Source: an optimization exercise on an open RTL-to-GDS flow (aim: small area, a short achievable clock period and few clock cycles per item). Production flows keep margins and buffers that such runs may drop. At most, simulation tests tie the RTL to the original design; equivalence was not proved. Power and IR drop assume default switching activity.

== delta ==
==> flow/design.v (excerpt) <==
module risc (
    input         reset,
    input         clk0,
    input  [31:0] mem_datain,
    output [23:0] paddr,
    output [31:0] mem_dataout,
    output        mem_req,
    output        mem_rdwr,
    output        halted
);
reg  [23:0] ar;     
reg  [31:0] acc;
reg  [31:0] ir;     
reg         ir_nz;  
reg         e;      
reg         hlt;    
reg         chk;    
reg         c_jge, c_jne;           
reg         c_sto;                  
reg         c_mem;                  
reg  [2:0]  c_op;                   
reg         c_shr, c_shl;
reg         c_clr;                  
localparam [2:0] OP_LDA = 3'b000, OP_COM = 3'b001, OP_AND = 3'b010, OP_OR  = 3'b011,
                 OP_XOR = 3'b100, OP_SWP = 3'b101, OP_ADD = 3'b110, OP_SUB = 3'b111;
wire        c_add = c_mem & c_op[2] & c_op[1];      
wire        c_ld  = c_mem & ~(c_op[2] & c_op[1]);   
assign paddr       = ar;
assign mem_dataout = acc;
assign mem_req     = ~hlt;
assign mem_rdwr    = ~(e & c_sto);
assign halted      = hlt;
wire [31:0] d  = mem_datain;
wire [7:0] o   = d[31:24];
wire       def = (o[7:4] == 4'h0);
wire       d_lda = def & (o[3:0] == 4'h0);
wire       d_sto = def & (o[3:0] == 4'h1);
wire       d_add = def & (o[3:0] == 4'h2);
wire       d_sub = def & (o[3:0] == 4'h3);
wire       d_jmp = def & (o[3:0] == 4'h4);
wire       d_jge = def & (o[3:0] == 4'h5);
wire       d_jne = def & (o[3:0] == 4'h6);
wire       d_stp = def & (o[3:0] == 4'h7);
wire       d_shr = def & (o[3:0] == 4'h8);
wire       d_shl = def & (o[3:0] == 4'h9);
wire       d_and = def & (o[3:0] == 4'ha);
wire       d_or  = def & (o[3:0] == 4'hb);
wire       d_xor = def & (o[3:0] == 4'hc);
wire       d_com = def & (o[3:0] == 4'hd);
  ...
Size: ~0.0075 sq mm of cells after synthesis.
export LEC_CHECK = 0
export ABC_AREA = 1
export CAP_MARGIN = 20
export CORE_MARGIN = 2
export CORE_UTILIZATION = 40
export CTS_BUF_LIST = sky130_fd_sc_hd__clkbuf_8
export SETUP_SLACK_MARGIN = 3.5
export SLEW_MARGIN = 20
create_clock -name core_clock -period 6.5 [get_ports {clk0}]
standard.sh (not shown) runs the stock make flow with config.mk's settings and CLKGATE_MAP_FILE= SYNTH_SCRIPT=/design/flow/synth_recipe.tcl, a recipe that flattens the netlist after the stock synthesis.
==> flow/flow/run.sh <==
#!/bin/bash
# Own flow: the standard layout (standard.sh, ORFS make) with the ports
# buffered by the smallest buffer instead of the default delay buffer. The
# resizer still upsizes any port buffer that timing or slew needs.
set -euo pipefail
bash standard.sh BUFFER_PORTS_ARGS="-buffer_cell sky130_fd_sc_hd__buf_1" finish > make_finish.log 2>&1
Input-level comparison between onyx and delta:
- removing CTS_BUF_LIST (formerly sky130_fd_sc_hd__clkbuf_8)
- changing CORE_UTILIZATION from 40 to 55
- setting PLACE_DENSITY to 0.75 for the first time
onyx ends up with a die footprint that is 0.0053 sq mm lower than in delta. delta → onyx: total power after layout now larger, final weighted congestion in routability-driven placement went up. onyx vs. delta: number of non-filler instances in the completed layout shrank by about 4%, overall die width shrank by 14%, worst hold slack shrank by 0.0039 ns.
No run of this note included a check of the RTL's function; only the layout flow was run.

risc, a different RTL version from the one above (not shown whole).
Size: roughly 100 flip-flops, roughly 93 I/O pins, about 0.0072 mm2 of cells after synthesis.
## risc
module risc (
    input         reset,
    input         clk0,
    input  [31:0] mem_datain,
    output [23:0] paddr,
    output [31:0] mem_dataout,
    output        mem_req,
    output        mem_rdwr,
    output        halted
);
export LEC_CHECK = 0
export ABC_AREA = 1
export CAP_MARGIN = 20
export CORE_MARGIN = 2
export CORE_UTILIZATION = 40
export SETUP_SLACK_MARGIN = 4.4
export SLEW_MARGIN = 20
create_clock -name core_clock -period 6.5 [get_ports {clk0}]
Scripts as last shown in full above: flow/flow/run.sh
The first run went through all stages and came out clean.
Testbench counts at the start, summed over its fixed seeds: cycles 64,424, instructions 36,867.
Edit:
Settings changed: SETUP_SLACK_MARGIN 4.4 to 3.8.
Design area decreases by about a fifth.
Area after synthesis stays the same.
Total power decreases by about a fifth.
Flip-flop and latch count is unchanged.
Cell count decreases by a little under a tenth.
Fmax increases by a few percent.
Register-to-register slack improved by 0.07 ns.
Sequential share of layout area increases by 4.6 points.
Setup slack improved by 0.099 ns.
Edit:
Settings changed: SETUP_SLACK_MARGIN 3.8 to 3.5.
Outcome:
- cell area falls by 5.6%
- synthesized cell count stays the same
- hold slack barely changes
- wire length goes down by 4.7%
- core utilization fell by 2.7 points
- clock power hardly moves
- maximum frequency goes down by 7.3%
- cell count decreases by 1.5%
- worst setup slack got worse by 0.21 ns
- via count is lower by 2.9%
Edit:
Settings changed: SETUP_SLACK_MARGIN 3.5 to 3.9.
Combinational power is higher by about 5%.
Count of clock-buffer cells in the layout is unchanged.
Global-route usage rises by 2.0 points.
Register-to-register slack improves by 0.24 ns.
Wire length goes up by about 7%.
Final cell count increases by about 2.5%.
Worst setup slack improves by 0.13 ns.
Design area went up by about 10%.
Clock skew drops by 0.0030 ns.
Area after synthesis is unchanged.
Hold slack loses 0.0047 ns.
Edit:
Settings changed: SETUP_SLACK_MARGIN 3.9 to 4.1.
The new run ran to the end with no violations.
Routed wire length climbs by 2.2%.
Design area climbs by 3.7%.
Count of clock-buffer cells in the layout drops by 2.

-- separate check: timing with driven ports --
In the flow no input, the clock included, has a driving cell. The finished layouts below were timed again as built, in two steps.
Step 1: set_driving_cell puts a clkbuf_16 on clk0 and a buf_2 on each other input, an assumption about the parent block.
Step 2, shift: input delay + t, output delay - t, t = (earliest + latest rising clock arrival at the registers) / 2. This alone moves slack from input paths to output paths.
Three values: ideal ports, drivers, drivers and shift; two values: the first two.
run | t (ns) | slack for setup (ns) | worst data-port slew with drivers (ns) | pins driven straight from the clock port
delta | 0.435 | 3.549 / 3.549 / 3.185 | 0.04 | 1
onyx | 0.405 | 3.474 / 3.474 / 3.195 | 0.04 | 1
the first run of note 2 | 0.402 | 3.765 / 3.724 / 3.322 | 0.09 | 1
the second run of note 2 | 0.408 | 3.864 / 3.841 / 3.433 | 0.08 | 1
the third run of note 2 | 0.406 | 3.657 / 3.657 / 3.276 | 0.07 | 1
the fourth run of note 2 | 0.405 | 3.785 / 3.735 / 3.330 | 0.09 | 1
the fifth run of note 2 | 0.408 | 3.866 / 3.838 / 3.430 | 0.08 | 1
After both steps setup and hold are still met in every run listed. The setup slack of the fourth run of note 2, which loses most, moves by -0.050 ns with the drivers and by -0.455 ns with both steps.
